Source: an optimization exercise on an open RTL-to-GDS flow (aim: small area, a short achievable clock period and few clock cycles per item). Production flows keep margins and buffers that such runs may drop.
The RTL was checked by simulation tests, not by an equivalence proof against the original design.

==> flow/design.v <==
module ysyx_23060203_LZC (
  input [31:0] x,
  output [5:0] z
);
  wire [15:0] v0;
  wire [15:0] z0;
  wire [7:0] v1;
  wire [15:0] z1;
  wire [3:0] v2;
  wire [11:0] z2;
  wire [1:0] v3;
  wire [7:0] z3;
  genvar i;
  generate
    for (i = 0; i < 16; i = i + 1) begin : g0
      assign v0[i] = x[2*i+1] | x[2*i];
      assign z0[i] = ~x[2*i+1];
    end
    for (i = 0; i < 8; i = i + 1) begin : g1
      assign v1[i] = v0[2*i+1] | v0[2*i];
      assign z1[2*i+1:2*i] = v0[2*i+1] ? {1'b0, z0[2*i+1]} : {1'b1, z0[2*i]};
    end
    for (i = 0; i < 4; i = i + 1) begin : g2
      assign v2[i] = v1[2*i+1] | v1[2*i];
      assign z2[3*i+2:3*i] = v1[2*i+1] ? {1'b0, z1[4*i+3:4*i+2]} : {1'b1, z1[4*i+1:4*i]};
    end
    for (i = 0; i < 2; i = i + 1) begin : g3
      assign v3[i] = v2[2*i+1] | v2[2*i];
      assign z3[4*i+3:4*i] = v2[2*i+1] ? {1'b0, z2[6*i+5:6*i+3]} : {1'b1, z2[6*i+2:6*i]};
    end
  endgenerate
  assign z = v3[1] ? {2'b00, z3[7:4]} : (v3[0] ? {2'b01, z3[3:0]} : 6'd32);
endmodule
module ysyx_23060203_MDU (
  input clock, reset,
  input flush,
  output in_ready,
  input in_valid,
  input [2:0] in_op,  
  input [31:0] in_a, in_b,
  input out_ready,
  output out_valid,
  output [31:0] out_data
);
  localparam S_IDLE = 3'd0, S_PREP = 3'd1, S_TRIP = 3'd2, S_RUN = 3'd3,
             S_DONE = 3'd4;
  reg [2:0] st;
  reg [2:0] op;
  reg [5:0] cnt;
  reg neg;
  reg o_hi, o_lo, o_q, o_r;  
  reg [3:1] dig;  
  reg [33:0] H, T;
  reg [31:0] L, A;
  wire fire = in_valid & in_ready;
  assign in_ready = (st == S_IDLE) | ((st == S_DONE) & out_ready);
  assign out_valid = st == S_DONE;
  wire is_div = op[2];
  wire in_div = in_op[2];
  wire a_signed = in_div ? ~in_op[0] : (in_op[1:0] != 2'd3);
  wire b_signed = in_div ? ~in_op[0] : ~in_op[1];
  wire sa = a_signed & in_a[31];
  wire sb = b_signed & in_b[31];
  wire [31:0] ua = sa ? -in_a : in_a;
  wire [31:0] ub = sb ? -in_b : in_b;
  wire [5:0] za_in, zb_in;
  ysyx_23060203_LZC lza (.x(ua), .z(za_in));
  ysyx_23060203_LZC lzb (.x(ub), .z(zb_in));
  wire bz_in = in_b == 32'd0;
  wire [6:0] k_in = {1'b0, zb_in} - {1'b0, za_in};
  wire neg_in = in_div ? (in_op[1] ? sa : (sa ^ sb) & ~bz_in) : (sa ^ sb);
  wire [5:0] za = H[5:0];
  wire [5:0] zb = H[11:6];
  wire [6:0] k = H[18:12];  
  wire kneg = k[6];
  wire swap = kneg;  
  wire [31:0] mcand = swap ? A : L;
  wire [31:0] mplier = swap ? L : A;
  wire [5:0] zm = swap ? za : zb;
  wire bz = zb[5];
  wire [4:0] sh_amt = is_div ? k[4:0] : {zm[4:1], 1'b0};
  wire [31:0] sh_in = is_div ? A : mplier;
  wire [31:0] sh_out = sh_in << sh_amt;
  wire [5:0] steps = is_div ? ((bz | kneg) ? 6'd0 : {1'b0, k[4:0]} + 6'd1)
                            : (zm[5] ? 6'd0 : 6'd15 - {2'b0, zm[4:1]});
  wire [33:0] m = ({34{dig[1]}} & {2'b00, A}) | ({34{dig[2]}} & {1'b0, A, 1'b0})
                 | ({34{dig[3]}} & T);
  wire [34:0] sum = {3'b000, L} + {1'b0, m} + {34'd0, is_div};
  wire [2:0] cy = sum[34:32];
  wire ge = sum[32];
  wire [33:0] tri_a = {sum[33:32] + {1'b0, A[31]}, sum[31:0]};
  reg [33:0] x0;
  always @* begin
    case (H[33:32])
      2'd0: x0 = 34'd0;
      2'd1: x0 = {2'b00, A};
      2'd2: x0 = {1'b0, A, 1'b0};
      default: x0 = tri_a;
    endcase
  end
  wire [29:0] hinc = H[31:2] + 30'd1;
  reg hc;
  always @* begin
    case (cy[1:0])
      2'd0: hc = 1'b0;
      2'd1: hc = H[1] & H[0];
      2'd2: hc = H[1];
      default: hc = H[1] | H[0];
    endcase
  end
  wire [1:0] hlo = H[1:0] + cy[1:0];
  wire [29:0] hhi = hc ? hinc : H[31:2];
  wire [31:0] plo = {H[1:0], L[31:2]};
  wire [31:0] x = ({32{o_hi}} & H[33:2]) | ({32{o_lo}} & plo)
                | ({32{o_q}} & H[31:0]) | ({32{o_r}} & L);
  wire xc = ~o_hi | (plo == 32'd0);
  wire [31:0] nx = xc ? -x : ~x;  
  always @(posedge clock) begin
    if (reset) begin
      st <= S_IDLE;
    end else if (fire) begin
      st <= S_PREP;
    end else if (flush) begin
      st <= S_IDLE;
    end else begin
      case (st)
        S_PREP: st <= is_div ? ((steps != 6'd0) ? S_RUN : S_DONE)
                             : S_TRIP;
        S_TRIP: st <= (cnt != 6'd0) ? S_RUN : S_DONE;
        S_RUN: if (cnt == 6'd1) st <= S_DONE;
        S_DONE: if (out_ready) st <= S_IDLE;
        default: st <= S_IDLE;
      endcase
    end
  end
  always @(posedge clock) begin
    if (fire) begin
      op <= in_op;
      neg <= neg_in;
      L <= ua;
      A <= ub;
      H[18:0] <= {k_in, zb_in, za_in};
      o_hi <= ~in_op[2] & (in_op[1:0] != 2'd0);
      o_lo <= ~in_op[2] & (in_op[1:0] == 2'd0);
      o_q <= in_op[2] & ~in_op[1];
      o_r <= in_op[2] & in_op[1];
    end else if (st == S_PREP) begin
      cnt <= steps;
      if (is_div) begin
        A <= ~sh_out;
        H <= {34{bz}};
      end else begin
        L <= {mcand[30:0], 1'b0};
        A <= mcand;
        H <= {sh_out, 2'b00};
      end
    end else if (st == S_TRIP) begin
      T <= tri_a;
      H <= {H[31:2], x0[33:30]};
      L <= {x0[29:0], 2'b00};
    end else if (st == S_RUN) begin
      cnt <= cnt - 6'd1;
      if (is_div) begin
        if (ge) L <= sum[31:0];
        A <= {1'b1, A[31:1]};
        H <= {H[32:0], ge};
      end else begin
        L <= {sum[29:0], 2'b00};
        H <= {hhi, hlo, sum[31:30]};
      end
    end
  end
  wire [1:0] dn = (is_div | (st == S_PREP)) ? 2'b01 : H[31:30];
  always @(posedge clock) begin
    dig <= {dn == 2'd3, dn == 2'd2, dn == 2'd1};
  end
  assign out_data = neg ? nx : x;
endmodule
make LEC_CHECK=0 ABC_AREA=1 CAP_MARGIN=20 CORE_MARGIN=2 CORE_UTILIZATION=40 SETUP_SLACK_MARGIN=3.0 SLEW_MARGIN=20 finish   # period 7.0 ns
run.sh (not shown) runs the stock make flow with config.mk's settings and CLKGATE_MAP_FILE= SYNTH_SCRIPT=/design/flow/synth_recipe.tcl, a recipe that flattens the netlist after the stock synthesis.
The first run completed without violations.
Testbench counts at the start, summed over its fixed seeds: cycles 26,601, ops 3,200.
Then changed:
--- a/flow/design.v
+++ b/flow/design.v
@@ -68,9 +68,8 @@
   ysyx_23060203_LZC lzb (.x(ub), .z(zb_in));
   wire bz_in = in_b == 32'd0;
-  wire [6:0] k_in = {1'b0, zb_in} - {1'b0, za_in};
   wire neg_in = in_div ? (in_op[1] ? sa : (sa ^ sb) & ~bz_in) : (sa ^ sb);
   wire [5:0] za = H[5:0];
   wire [5:0] zb = H[11:6];
-  wire [6:0] k = H[18:12];  
+  wire [6:0] k = {1'b0, zb} - {1'b0, za};
   wire kneg = k[6];
   wire swap = kneg;  
@@ -140,5 +139,5 @@
       L <= ua;
       A <= ub;
-      H[18:0] <= {k_in, zb_in, za_in};
+      H[11:0] <= {zb_in, za_in};
       o_hi <= ~in_op[2] & (in_op[1:0] != 2'd0);
       o_lo <= ~in_op[2] & (in_op[1:0] == 2'd0);
Result: Register-to-register slack got worse by 0.11 ns; utilization went down by 4.0 points; area after synthesis went up slightly; die area went up slightly; cell area went down by a few percent; non-clock buffer count went down by 96; synthesized cell count went up slightly; flip-flop and latch count is unchanged.
Testbench counts after the change, summed over its fixed seeds: cycles 26,601, ops 3,200.

port drivers added, routing unchanged:
In the flow no input, the clock included, has a driving cell. The finished layouts below were timed again as built, in two steps. Step 1 sets driving cells, clkbuf_16 on the clock port and buf_2 on the other inputs (assumed; they add their load-dependent delay and slew). Step 2 moves the port delays by t, midway between the first and last clock arrival at a register: inputs arrive t later, outputs are due t later. That takes back most of the time a late clock gives input paths. a / b / c = ideal ports / drivers / drivers and shift; a / b = the first two.
run	shift t [ns]	setup WS [ns]	slew at the worst register clock pin (ns)	worst data-port slew with drivers (ns)
the first run	0.559	2.573 / 2.508 / 2.216	0.08 / 0.08	0.05
the second run	0.542	2.426 / 2.361 / 2.547	0.08 / 0.08	0.06
After both steps setup and hold are still met in every run listed. The setup slack of the first run, which loses most, moves by -0.065 ns with the drivers and by -0.357 ns with both steps.
